Background: an optimization exercise with open tools, aiming at small area, a short achievable clock period and few clock cycles per item. Do not read the settings as production practice.
At most, simulation tests tie the RTL to the original design; equivalence was not proved.

## multiplier
module multiplier(
    input clk,
    input logic valid_in,
    input logic[31:0] a,
    input logic[31:0] b,
    output logic valid_out,
    output logic[63:0] r
);
    localparam int K  = 4;
    localparam int NC = 32 / K;
    localparam int CW = $clog2(NC + 1);
    logic [31:0] A, B;
    logic [63:0] acc;
    logic [CW-1:0] cnt;
    logic [K-1:0] C;
    logic [NC-1:0] za, zb, pa, pb;
    logic [CW-1:0] na, nb;
    logic [K-1:0] ta, tb;
    logic swap;
    always_comb begin
        for (int i = 0; i < NC; i++) begin
            za[i] = |a[i*K +: K];
            zb[i] = |b[i*K +: K];
        end
        pa[NC-1] = za[NC-1];
        pb[NC-1] = zb[NC-1];
        for (int i = NC - 2; i >= 0; i--) begin
            pa[i] = pa[i+1] | za[i];
            pb[i] = pb[i+1] | zb[i];
        end
        na = '0;
        nb = '0;
        ta = '0;
        tb = '0;
        for (int i = 0; i < NC; i++) begin
            na = na + CW'(pa[i]);
            nb = nb + CW'(pb[i]);
            if (i == NC - 1) begin
                ta = ta | a[i*K +: K];
                tb = tb | b[i*K +: K];
            end else begin
                ta = ta | (a[i*K +: K] & {K{~pa[i+1]}});
                tb = tb | (b[i*K +: K] & {K{~pb[i+1]}});
            end
        end
        swap = |(pa & ~pb);
    end
    logic [K-1:0] nxt;
    always_comb begin
        nxt = '0;
  ...
clock: 8.0 ns
lec_check: 0
abc_clock_period_in_ps: 3500
cap_margin: 20
core_margin: 2
core_utilization: 60
setup_slack_margin: 4.5
slew_margin: 20
run.sh (not shown) runs the stock make flow with config.mk's settings and CLKGATE_MAP_FILE= SYNTH_SCRIPT=/design/flow/synth_recipe.tcl, a recipe that flattens the netlist after the stock synthesis.
Rerun with:
Settings changed: ABC_CLOCK_PERIOD_IN_PS 3500 to unset, CORE_UTILIZATION 60 to 40, SETUP_SLACK_MARGIN 4.5 to unset.
After rerunning: Register-to-register slack gets worse by 0.87 ns. Wire length is lower by a quarter to a third. Via count is lower by about a fifth. Count of clock-buffer cells in the layout is higher by 2. Die area is higher by well over a third. Global-route usage is lower by 16 points. Cell count is lower slightly.
No run of this note included a check of the RTL's function; only the layout flow was run.

========
multiplier, a different RTL version from the one above (not shown whole).
Size in the first run: about 2800 cells after synthesis, ~130 I/O pins, about 28000 um^2 of cells after synthesis.
clock: 8.0 ns
lec_check: 0
abc_clock_period_in_ps: 3000
cap_margin: 20
core_margin: 2
core_utilization: 55
setup_slack_margin: 3.0
slew_margin: 20
standard.sh (not shown) runs the stock make flow with config.mk's settings and CLKGATE_MAP_FILE= SYNTH_SCRIPT=/design/flow/synth_recipe.tcl, a recipe that flattens the netlist after the stock synthesis.
==> flow/flow/run.sh <==
#!/bin/bash
# The standard layout, with Yosys's generic abc pass in synth's fine stage
# skipped (SYNTH_ARGS=-noabc) so that extract_fa maps the RTL's carry-save
# full adders to adder cells without inverters between them. Everything else,
# including the final abc mapping, is the standard flow.
set -euo pipefail
cd "$(dirname "$0")/.."
bash standard.sh SYNTH_ARGS=-noabc finish > standard_make.log 2>&1
Testbench counts at the start, summed over its fixed seeds: cycles 16,000, items 16,000.
Change:
==> flow/flow/run.sh (replaced) <==
#!/bin/bash
# The standard layout, with two changes to how it is made:
# - Yosys's generic abc pass in synth's fine stage is skipped (SYNTH_ARGS=-noabc)
#   so that extract_fa maps the RTL's carry-save full adders to adder cells
#   without inverters between them; the final abc mapping is unchanged.
# - every input and output port is still buffered, but with sky130_fd_sc_hd__buf_4
#   instead of the slow delay buffer buffer_ports picks by default.
set -euo pipefail
cd "$(dirname "$0")/.."
bash standard.sh SYNTH_ARGS=-noabc "BUFFER_PORTS_ARGS=-buffer_cell sky130_fd_sc_hd__buf_4" finish > standard_make.log 2>&1
CORE_UTILIZATION = 70   (was 55)
SETUP_SLACK_MARGIN = 2.5   (was 3.0)
Worst setup slack is worse by 0.13 ns.
Synthesized area is unchanged.
Routed wire length fell by roughly a tenth.
Change:
CORE_UTILIZATION = 60   (was 70)
SETUP_SLACK_MARGIN = 2.25   (was 2.5)
Critical path depth falls by 2.
Flip-flop and latch count stays the same.
Maximum frequency went down by 1.9%.
Final area shrinks by 3.5%.
Clock-buffer cell count goes up by 1.
Non-clock buffer count decreases by 48.
Die area rose by 16%.
Core utilization decreases by 14 points.
Change:
==> flow/flow/run.sh (replaced) <==
#!/bin/bash
# The standard layout, with Yosys's generic abc pass in synth's fine stage
# skipped (SYNTH_ARGS=-noabc) so that extract_fa maps the RTL's carry-save
# full adders to adder cells without inverters between them. Everything else,
# including the final abc mapping, is the standard flow.
set -euo pipefail
cd "$(dirname "$0")/.."
bash standard.sh SYNTH_ARGS=-noabc finish > standard_make.log 2>&1
SETUP_SLACK_MARGIN = 2.5   (was 2.25)
TNS_END_PERCENT = 0   (was not set)
Result: The new run ran to the end with no violations; via count climbs by 3.4%; die area stays the same; sequential share of layout area came out lower by 0.92 points; global-route usage is higher by 0.76 points; routed wire length came out higher by about 4%; non-clock buffer count is higher by 91; setup slack is worse by 0.21 ns; design area rises by about 8%; critical path depth falls by 1.

========
before:
multiplier again, from the RTL that the note above started with.
==> flow/config.mk <==
export PLATFORM = sky130hd
export DESIGN_NAME = multiplier
export DESIGN_NICKNAME = multiplier
export VERILOG_FILES = /design/flow/design.v
export SDC_FILE = /design/flow/constraint.sdc
export NUM_CORES = 4
export LEC_CHECK = 0
export ABC_CLOCK_PERIOD_IN_PS = 3000
export CAP_MARGIN = 20
export CORE_MARGIN = 2
export CORE_UTILIZATION = 60
export SETUP_SLACK_MARGIN = 3.0
export SLEW_MARGIN = 20
==> flow/constraint.sdc <==
create_clock -name core_clock -period 8.0 [get_ports {clk}]
set_input_delay 1.6000 -clock core_clock [delete_from_list [all_inputs] [get_ports {clk}]]
set_output_delay 1.6000 -clock core_clock [all_outputs]
set_load 0.01 [all_outputs]
==> flow/flow/run.sh <==
#!/bin/bash
# The standard layout, with two changes to how it is made:
# - Yosys's generic abc pass in synth's fine stage is skipped (SYNTH_ARGS=-noabc)
#   so that extract_fa maps the RTL's carry-save full adders to adder cells
#   without inverters between them; the final abc mapping is unchanged.
# - every input and output port is still buffered, but with sky130_fd_sc_hd__buf_4
#   instead of the slow delay buffer buffer_ports picks by default.
set -euo pipefail
cd "$(dirname "$0")/.."
bash standard.sh SYNTH_ARGS=-noabc "BUFFER_PORTS_ARGS=-buffer_cell sky130_fd_sc_hd__buf_4" finish > standard_make.log 2>&1
Testbench counts of before, summed over its fixed seeds: cycles 16,000, items 16,000.
Modified inputs, after compared to before
Settings: swapping 3.0 for 2.0 in SETUP_SLACK_MARGIN.
==> flow/flow/run.sh <==
#!/bin/bash
# The standard layout, with two changes to how it is made:
# - Yosys's generic abc pass in synth's fine stage is skipped (SYNTH_ARGS=-noabc)
#   so that extract_fa maps the RTL's carry-save full adders to adder cells
#   without inverters between them; the final abc mapping is unchanged.
# - every input and output port is still buffered, but with sky130_fd_sc_hd__buf_2
#   instead of the slow delay buffer buffer_ports picks by default.
set -euo pipefail
cd "$(dirname "$0")/.."
bash standard.sh SYNTH_ARGS=-noabc "BUFFER_PORTS_ARGS=-buffer_cell sky130_fd_sc_hd__buf_2" finish > standard_make.log 2>&1
[summary]
Between after and before, number of iterations in the first detailed-routing pass is lower for after, before comes in above that. Going from before to after, maximum number of pins on one net before global-route repair went down by 4.0%, post-synthesis sequential area ratio was more or less identical, total global routing track utilization went down by 3.2 points, fraction of area in registers went up by 2.5 points, count of placed standard cells in the final layout, fillers left out went down by 221. Going from before to after, setup slack dropped 0.71 ns; number of logic stages on the critical path including buffering dropped 1; cell area dropped about 20%.

========
Setup of job 9771:
Another version of the RTL of multiplier (not shown whole).
Size: ~2700 cells after synthesis, ~120 flip-flops, roughly 130 I/O pins.
clock: 8.0 ns
lec_check: 0
abc_clock_period_in_ps: 3000
cap_margin: 20
core_margin: 2
core_utilization: 65
setup_slack_margin: 2.5
slew_margin: 20
==> flow/flow/run.sh <==
#!/bin/bash
# The standard layout, with two changes to how it is made:
# - Yosys's generic abc pass in synth's fine stage is skipped (SYNTH_ARGS=-noabc)
#   so that extract_fa maps the RTL's carry-save full adders to adder cells
#   without inverters between them; the final abc mapping is unchanged.
# - every input and output port is still buffered, but with sky130_fd_sc_hd__buf_4
#   instead of the slow delay buffer buffer_ports picks by default.
set -euo pipefail
cd "$(dirname "$0")/.."
bash standard.sh SYNTH_ARGS=-noabc "BUFFER_PORTS_ARGS=-buffer_cell sky130_fd_sc_hd__buf_4" finish > standard_make.log 2>&1
Job 9771 went all the way through synthesis, placement and routing and the layout is clean on timing, DRC and antenna.
Testbench counts of job 9771, summed over its fixed seeds: cycles 16,000, items 16,000.
The following lists how job 5269 was set up differently from job 9771:
# job 9771
export LEC_CHECK = 0
export ABC_CLOCK_PERIOD_IN_PS = 3000
export CAP_MARGIN = 20
export CORE_MARGIN = 2
export CORE_UTILIZATION = 65
export SETUP_SLACK_MARGIN = 2.5
export SLEW_MARGIN = 20
create_clock -name core_clock -period 8.0 [get_ports {clk}]
# job 5269
export LEC_CHECK = 0
export ABC_CLOCK_PERIOD_IN_PS = 3000
export CAP_MARGIN = 20
export CORE_MARGIN = 2
export CORE_UTILIZATION = 60
export SETUP_SLACK_MARGIN = 2.5
export SLEW_MARGIN = 20
create_clock -name core_clock -period 8.0 [get_ports {clk}]
==> flow/flow/run.sh <==
#!/bin/bash
# The standard layout, with two changes to how it is made:
# - Yosys's generic abc pass in synth's fine stage is skipped (SYNTH_ARGS=-noabc)
#   so that extract_fa maps the RTL's carry-save full adders to adder cells
#   without inverters between them; the final abc mapping is unchanged.
# - every input and output port is still buffered, but with sky130_fd_sc_hd__buf_1
#   instead of the slow delay buffer buffer_ports picks by default.
set -euo pipefail
cd "$(dirname "$0")/.."
bash standard.sh SYNTH_ARGS=-noabc "BUFFER_PORTS_ARGS=-buffer_cell sky130_fd_sc_hd__buf_1" finish > standard_make.log 2>&1
--- outcome ---
Job 5269 closes out successfully: all stages finished, all timing, DRC and antenna checks passed. [compare] base=job 9771 new=job 5269: row count moved up, clock sink count about even. Of job 5269 and job 9771, the higher fraction of the cycle the final worst path needs belongs to job 5269. Re first-pass GRT wire length: job 5269 is about 2.8% up on job 9771. Against job 9771, job 5269 comes in 0.59 points lower on routing usage on met1.
#### Input delta (job 5330 over job 5269)
==> flow/flow/run.sh <==
#!/bin/bash
# The standard layout, with two changes to how it is made:
# - Yosys's generic abc pass in synth's fine stage is skipped (SYNTH_ARGS=-noabc)
#   so that extract_fa maps the RTL's carry-save full adders to adder cells
#   without inverters between them; the final abc mapping is unchanged.
# - every input and output port is still buffered, but with sky130_fd_sc_hd__buf_4
#   instead of the slow delay buffer buffer_ports picks by default.
set -euo pipefail
cd "$(dirname "$0")/.."
bash standard.sh SYNTH_ARGS=-noabc "BUFFER_PORTS_ARGS=-buffer_cell sky130_fd_sc_hd__buf_4" finish > standard_make.log 2>&1
Findings:
Per the comparison of job 5330 with job 5269, area of the multi-input gates went down; final design instance area without fill went down. STATUS final routed wirelength across all metal layers: job 5330 wins against job 5269. Job 5330 — critical path required time 40 ps higher, job 5269 as reference. | tightest hold margin | job 5330 vs job 5269 | 110 ps lower |. Job 5330 has global-route wire length before repair below what job 5269 had.

[re-timing with driven ports]
The flow's constraints put no driver on any port. The routed layouts listed below were extracted and timed again, unchanged, in two steps. Step 1, drivers: a clkbuf_16 drives clk and a buf_2 each remaining input, both assumed. Step 2, shift: input delay + t, output delay - t, t = (earliest + latest rising clock arrival at the registers) / 2. This alone moves slack from input paths to output paths. Slacks: no drivers / after step 1 / after step 2; pairs: no drivers / after step 1.
run | t, ns | setup slack, ns | worst data-port slew with drivers (ns)
the first run of note 1 | 0.487 | 2.375 / 2.408 / 1.921 | 0.05
the second run of note 1 | 0.487 | 1.622 / 1.655 / 1.168 | 0.05
the first run of note 2 | 0.561 | 2.542 / 2.556 / 1.995 | 0.12
the second run of note 2 | 0.530 | 2.412 / 2.429 / 1.900 | 0.18
the third run of note 2 | 0.530 | 2.305 / 2.339 / 1.809 | 0.07
the fourth run of note 2 | 0.530 | 2.098 / 2.144 / 1.615 | 0.07
before | 0.559 | 2.709 / 2.678 / 2.118 | 0.25
after | 0.533 | 1.998 / 2.039 / 1.506 | 0.07
job 9771 | 0.518 | 2.518 / 2.365 / 1.846 | 0.24
job 5269 | 0.516 | 2.438 / 2.458 / 1.941 | 0.06
job 5330 | 0.538 | 2.505 / 2.513 / 1.975 | 0.08
After both steps setup and hold are still met in every run listed. The setup slack of job 9771, which loses most, moves by -0.153 ns with the drivers and by -0.672 ns with both steps.
